What follows belongs to an exercise in optimizing a design on an open flow for small area and a short achievable clock period; a production flow would make more cautious choices. Function was checked by simulation only, so behaviour that the tests miss may differ from the original. No activity file was given, so power comes from the tool's default toggle rates.

// RISC_TOY_SYS
module RISC_TOY_SYS (
    input  wire          CLK,
    input  wire          RSTN,
    output wire          IREQ,
    output wire [29:0]   IADDR,
    input  wire [31:0]   INSTR,
    output wire          DREQ,
    output wire [1:0]    DRW,
    output wire [29:0]   DADDR,
    output wire [31:0]   DWDATA,
    input  wire [31:0]   DRDATA,
    output wire [31:0]   CONSIG,
    input  wire [31:0]   IPIN,
    output wire [31:0]   IPOUT
);
    RISC_TOY u_core (
        .CLK    (CLK),
        .RSTN   (RSTN),
        .IREQ   (IREQ),
        .IADDR  (IADDR),
        .INSTR  (INSTR),
        .DREQ   (DREQ),
        .DRW    (DRW),
        .DADDR  (DADDR),
        .DWDATA (DWDATA),
        .CONSIG (CONSIG),
        .DRDATA (DRDATA)
    );
    CUSTOM_IP u_ip (
        .CLK    (CLK),
        .RSTN   (RSTN),
        .IPIN   (IPIN),
        .CON    (CONSIG),
        .IPOUT  (IPOUT)
    );
endmodule
For scale: roughly 1800 flip-flops, about 260 I/O pins, about 100000 µm² of cells after synthesis.
==> flow/config.mk <==
export PLATFORM = sky130hd
export DESIGN_NAME = RISC_TOY_SYS
export DESIGN_NICKNAME = RISC_TOY_SYS
export VERILOG_FILES = /design/flow/design.v
export SDC_FILE = /design/flow/constraint.sdc
export NUM_CORES = 8
export LEC_CHECK = 0
export CAP_MARGIN = 30
export CORE_MARGIN = 2
export CORE_UTILIZATION = 40
export SETUP_SLACK_MARGIN = 5
export SLEW_MARGIN = 30
==> flow/constraint.sdc <==
create_clock -name core_clock -period 14.0 [get_ports {CLK}]
set_input_delay 2.8000 -clock core_clock [delete_from_list [all_inputs] [get_ports {CLK}]]
set_output_delay 2.8000 -clock core_clock [all_outputs]
set_load 0.01 [all_outputs]
run.sh (not shown) runs the stock make flow with config.mk's settings and CLKGATE_MAP_FILE= SYNTH_SCRIPT=/design/flow/synth_recipe.tcl, a recipe that flattens the netlist after the stock synthesis.
The first run completed without violations.
Rerun with:
==> flow/flow/run.sh (new file) <==
#!/bin/bash
# Own flow: the standard layout (standard synthesis unchanged), with
# small port buffers instead of the delay cells buffer_ports picks by
# default, and repair_timing aimed at a shorter period than the clock's.
set -euo pipefail
bash standard.sh \
  "BUFFER_PORTS_ARGS=-buffer_cell sky130_fd_sc_hd__buf_2" \
  "SETUP_SLACK_MARGIN=7.5" \
  finish > standard_flow.log 2>&1
==> flow/standard.sh (new file) <==
#!/bin/bash
# synth_recipe.tcl (not shown) runs the flow's synth.tcl, then flattens the netlist and writes it again
# the make line also repeats each setting of config.mk as NAME=value (left out here)
make -C /OpenROAD-flow-scripts/flow DESIGN_CONFIG=/design/flow/config.mk WORK_HOME=/design/flow/orfs CLKGATE_MAP_FILE= SYNTH_SCRIPT=/design/flow/synth_recipe.tcl "${@:-finish}"
Settings changed: SETUP_SLACK_MARGIN 5 to 0.2.
removed: flow/run.sh
Effect:
- core utilization decreases by 0.25 points
- non-clock buffer count increases by 12
- routed wire length increases by 0.48%
- setup slack improved by 1.5 ns
- sequential cell count does not change
- final area decreases by 0.55%
- synthesized cell count is unchanged
- synthesized area stays the same
- final cell count barely changes
- global-route usage increases by 0.18 points

== yarrow ==
Another version of the RTL of RISC_TOY_SYS (not shown whole).
Size in the first run: roughly 7,900 cells after synthesis, ~260 I/O pins, roughly 94,000 sq um of cells after synthesis.
Design RISC_TOY_SYS, start of the top module:
module RISC_TOY_SYS (
    input  wire          CLK,
    input  wire          RSTN,
    output wire          IREQ,
    output wire [29:0]   IADDR,
    input  wire [31:0]   INSTR,
    output wire          DREQ,
    output wire [1:0]    DRW,
    output wire [29:0]   DADDR,
    output wire [31:0]   DWDATA,
    input  wire [31:0]   DRDATA,
    output wire [31:0]   CONSIG,
    input  wire [31:0]   IPIN,
    output wire [31:0]   IPOUT
);
Settings: LEC_CHECK=0, CAP_MARGIN=30, CORE_MARGIN=2, CORE_UTILIZATION=55, CTS_CLUSTER_DIAMETER=150, CTS_CLUSTER_SIZE=20, SETUP_SLACK_MARGIN=0.2, SLEW_MARGIN=30; clock period 14.0 ns.
standard.sh (not shown) runs the stock make flow with config.mk's settings and CLKGATE_MAP_FILE= SYNTH_SCRIPT=/design/flow/synth_recipe.tcl, a recipe that flattens the netlist after the stock synthesis.
==> flow/flow/run.sh <==
#!/bin/bash
# Own flow for RISC_TOY_SYS. Runs in the standard flow's work folder (design.v,
# config.mk, standard.sh, synth_recipe.tcl, flow/, out/).
#  1. design_gl.v: design.v with the register file's read selector (RFREAD)
#     replaced by a gate-level one (a222oi AND-OR tree, flow/gen_rfread.py);
#     it has no registers, so the registers are the standard synthesis's.
#  2. Synthesis is synth_recipe.tcl with the ABC pass called through a Tcl
#     proc (same script and arguments).
#  3. the standard layout (standard.sh) with small port buffers
#     (buf_2) instead of buffer_ports' default delay cells, and repair_timing
#     aimed below the clock period (the SDC is unchanged).
# Each tool's output goes to a log file of its own here.
set -euo pipefail
W=$(pwd)
python3 flow/gen_rfread.py "$W/rfread_gl.v" > gen_rfread.log 2>&1
python3 - "$W/design.v" "$W/rfread_gl.v" "$W/design_gl.v" > design_gl.log 2>&1 <<'PY'
import re, sys
src = open(sys.argv[1]).read()
gl = open(sys.argv[2]).read()
pat = re.compile(r"\bmodule\s+RFREAD\b.*?\bendmodule\b", re.S)
assert len(pat.findall(src)) == 1, "RFREAD not found exactly once"
open(sys.argv[3], "w").write(pat.sub("", src) + "\n" + gl)
print("design_gl.v written")
PY
{
  echo 'proc synth {args} { yosys synth -nofsm -noshare {*}$args }'
  echo 'proc abc {args} { yosys abc {*}$args }'
  tail -n +2 synth_recipe.tcl
} > my_synth.tcl
bash standard.sh \
  "VERILOG_FILES=$W/design_gl.v" \
  "SYNTH_SCRIPT=$W/my_synth.tcl" \
  "BUFFER_PORTS_ARGS=-buffer_cell sky130_fd_sc_hd__buf_2" \
  "SETUP_SLACK_MARGIN=8.5" \
  finish > standard_flow.log 2>&1
Other scripts of this flow, unchanged in this note and not shown: flow/flow/gen_rfread.py
Modified inputs, violet compared to yarrow
- CTS_CLUSTER_SIZE now 24, was 20
- CAP_MARGIN now 20, was 30
- SLEW_MARGIN now 20, was 30
- CTS_CLUSTER_DIAMETER now 100, was 150
[summary]
- violet vs. yarrow: total power per unit cell area decreased by 0.53% relative to the old numbers, share of the clock period used by the worst path closely matched the old numbers, final wirelength closely matched the old numbers, number of buffers inserted to repair setup after CTS increased by 23% relative to the old numbers, post-layout instance count excluding filler cells closely matched the old numbers.
- ~same total track usage in violet and yarrow
- NOTE: clock input transition at the sequential cells of the worst setup and hold paths in violet exceeds that of yarrow
- In terms of DRC violation total after the first TritonRoute iteration, violet and yarrow differ only marginally.
- Power: violet draws less than yarrow
- violet ended up with a higher total iterations of the first detailed-routing run than yarrow did.

[static timing again, ports no longer ideal]
No port has a modelled driver above. Below, the same layouts with a new extraction and two added sets of constraints.
Step 1, drivers: a clkbuf_16 drives CLK and a buf_2 each remaining input, both assumed.
Step 2 also shifts input and output timing later by t, the mid clock arrival at the registers, as if the neighbouring blocks saw the same clock.
a / b / c = ideal / step 1 / step 2; a / b = the first two.
run	shift t [ns]	setup slack, ns	worst setup path at the end
the first run of note 1	0.975	5.853 / 5.881 / 4.906	input to register
the second run of note 1	0.983	7.335 / 7.248 / 6.265	input to register
yarrow	0.881	8.150 / 7.911 / 7.419	input to register
violet	0.888	8.153 / 7.918 / 7.306	input to register
After both steps every run listed still meets setup and hold. The setup slack of the second run of note 1, which loses most, moves by -0.087 ns with the drivers and by -1.070 ns with both steps.
